Source: an optimization exercise on an open RTL-to-GDS flow (aim: small area). Production flows keep margins and buffers that such runs may drop. Only simulation tests tie the RTL to the original design; equivalence was not proved. Power is estimated from default activity; no workload was simulated.

## chen_unsigned_div
module chen_unsigned_div (clk, rst_n, divide_en, dividend, divisor,
                          divide_error, divide_done, quotient, remainde);
  input         clk;
  input         rst_n;
  input         divide_en;
  input  [31:0] dividend;
  input  [31:0] divisor;
  output        divide_error;
  output        divide_done;
  output [31:0] quotient;
  output [31:0] remainde;
  wire [31:0] ndiv = ~divisor;
  wire hzi_1 = &ndiv[31:1];
  wire q0;
  wire [0:0] r1;
  chen_div_iter_1 it0 (.t(dividend[31]), .nd(ndiv[0:0]), .hz(hzi_1), .nhz(~hzi_1), .q(q0), .r(r1));
  wire [31:0] x1 = {dividend[30:0], q0};
  wire hzi_2 = &ndiv[31:2];
  wire q1;
  wire [1:0] r2;
  chen_div_iter_2 it1 (.t({r1, x1[31]}), .nd(ndiv[1:0]), .hz(hzi_2), .nhz(~hzi_2), .q(q1), .r(r2));
  wire [31:0] x2 = {x1[30:0], q1};
  wire hzi_3 = &ndiv[31:3];
  wire q2;
  wire [2:0] r3;
  chen_div_iter_3 it2 (.t({r2, x2[31]}), .nd(ndiv[2:0]), .hz(hzi_3), .nhz(~hzi_3), .q(q2), .r(r3));
  wire [31:0] x3 = {x2[30:0], q2};
  wire hzi_4 = &ndiv[31:4];
  wire q3;
  wire [3:0] r4;
  chen_div_iter_4 it3 (.t({r3, x3[31]}), .nd(ndiv[3:0]), .hz(hzi_4), .nhz(~hzi_4), .q(q3), .r(r4));
  wire [31:0] x4 = {x3[30:0], q3};
  reg        v_0;
  reg [31:0] nd_0;
  reg [31:0] x_0;
  reg [3:0] r_0;
  always @(posedge clk) begin
    v_0 <= rst_n & divide_en;
    nd_0 <= ndiv;
    x_0 <= x4;
  ...
For scale: roughly 5,100 cells after synthesis, ~130 I/O pins.
export LEC_CHECK = 0
export CAP_MARGIN = 20
export CORE_MARGIN = 2
export CORE_UTILIZATION = 60
export CTS_CLUSTER_DIAMETER = 80
export CTS_CLUSTER_SIZE = 25
export PLACE_DENSITY = 0.7
export SLEW_MARGIN = 20
export SYNTH_HIERARCHICAL = 1
create_clock -name core_clock -period 5.0 [get_ports {clk}]
run.sh (not shown) runs the stock make flow with config.mk's settings and CLKGATE_MAP_FILE= SYNTH_SCRIPT=/design/flow/synth_recipe.tcl, a recipe that flattens the netlist after the stock synthesis.
The starting point ran to the end with violations: negative setup slack.
Then changed:
CORE_UTILIZATION = 50   (was 60)
PLACE_DENSITY = not set   (was 0.7)
What happened: This time the run finished with timing, DRC and antenna clean; register-to-register slack is better by 0.22 ns; sequential cell count stays the same; total power went up by about 1.9%; routed wire length went down by 1.2%.
Then changed:
==> flow/flow/run.sh (new file) <==
#!/bin/bash
# Own layout flow: the standard flow (standard.sh), except that synthesis
# runs with ABC_LOAD_IN_FF=1, so ABC sizes each mapped gate for a 1 fF load
# instead of the platform's 5 fF (the netlist's gate modules are single
# gates, and the larger load made ABC pick double-strength cells).  The
# registers, their names and cell types are those of the standard synthesis.
set -euo pipefail
work="$(pwd)"
sed -e 's#^make -C #make ABC_LOAD_IN_FF=1 -C #' standard.sh > "$work/standard_load1.sh"
grep -q 'ABC_LOAD_IN_FF=1' "$work/standard_load1.sh"
bash "$work/standard_load1.sh" synth > "$work/synth.log" 2>&1
bash standard.sh > "$work/layout.log" 2>&1
==> flow/standard.sh (new file) <==
#!/bin/bash
# synth_recipe.tcl (not shown) runs the flow's synth.tcl, then flattens the netlist and writes it again
# the make line also repeats each setting of config.mk as NAME=value (left out here)
make -C /OpenROAD-flow-scripts/flow DESIGN_CONFIG=/design/flow/config.mk WORK_HOME=/design/flow/orfs CLKGATE_MAP_FILE= SYNTH_SCRIPT=/design/flow/synth_recipe.tcl "${@:-finish}"
removed: flow/run.sh
The changed run finished with negative setup slack left.
Combinational power decreases by about 3%.
Non-clock buffer count increases by 153.
Setup slack got worse by 0.11 ns.
Maximum frequency decreases by 2.2%.
Core utilization increases by 3.4 points.
Design area hardly moves.
Cell count increases by 1.7%.
Flip-flop and latch count stays the same.
Total power decreases by 1.2%.
Die area decreases by 4.8%.
Then changed:
==> flow/run.sh (new file) <==
#!/bin/bash
# synth_recipe.tcl (not shown) runs the flow's synth.tcl, then flattens the netlist and writes it again
# the make line also repeats each setting of config.mk as NAME=value (left out here)
make -C /OpenROAD-flow-scripts/flow DESIGN_CONFIG=/design/flow/config.mk WORK_HOME=/design/flow/orfs CLKGATE_MAP_FILE= SYNTH_SCRIPT=/design/flow/synth_recipe.tcl finish
GPL_TIMING_DRIVEN = 0   (was not set)
removed: flow/flow/run.sh
removed: flow/standard.sh
=> The changed run finished with negative setup slack left. Critical path depth decreases by 1. Cell area hardly moves. Register-to-register slack degrades by 0.15 ns. Clock-buffer cell count decreases by 2. Setup slack degrades by 0.15 ns. Hold slack improves by 0.0069 ns. Sequential share of layout area increases by 0.33 points.

## static timing again, ports no longer ideal
The flow's constraints put no driver on any port. The routed layouts listed below were extracted and timed again, unchanged, in two steps. Step 1: set_driving_cell puts a clkbuf_16 on clk and a buf_2 on each other input, an assumption about the parent block. Step 2 times the ports against the registers' clock, not the clock port: input delays grow and output delays shrink by t, the midpoint of the rising clock arrivals with the driver on. Slacks: no drivers / after step 1 / after step 2; pairs: no drivers / after step 1.
run	t (ns)	setup WS [ns]	cell pins on the clock port's net
the first run	0.693	-0.153 / -0.153 / -0.157	1
the second run	0.697	0.072 / 0.072 / -0.173	1
the third run	0.694	-0.042 / -0.042 / -0.268	1
the fourth run	0.696	-0.195 / -0.195 / -0.295	1
With both steps, setup timing fails in the second run, where it was met with ideal ports. For the second run, which loses most, drivers alone change the setup slack by 0.000 ns; drivers and shift together by -0.245 ns.
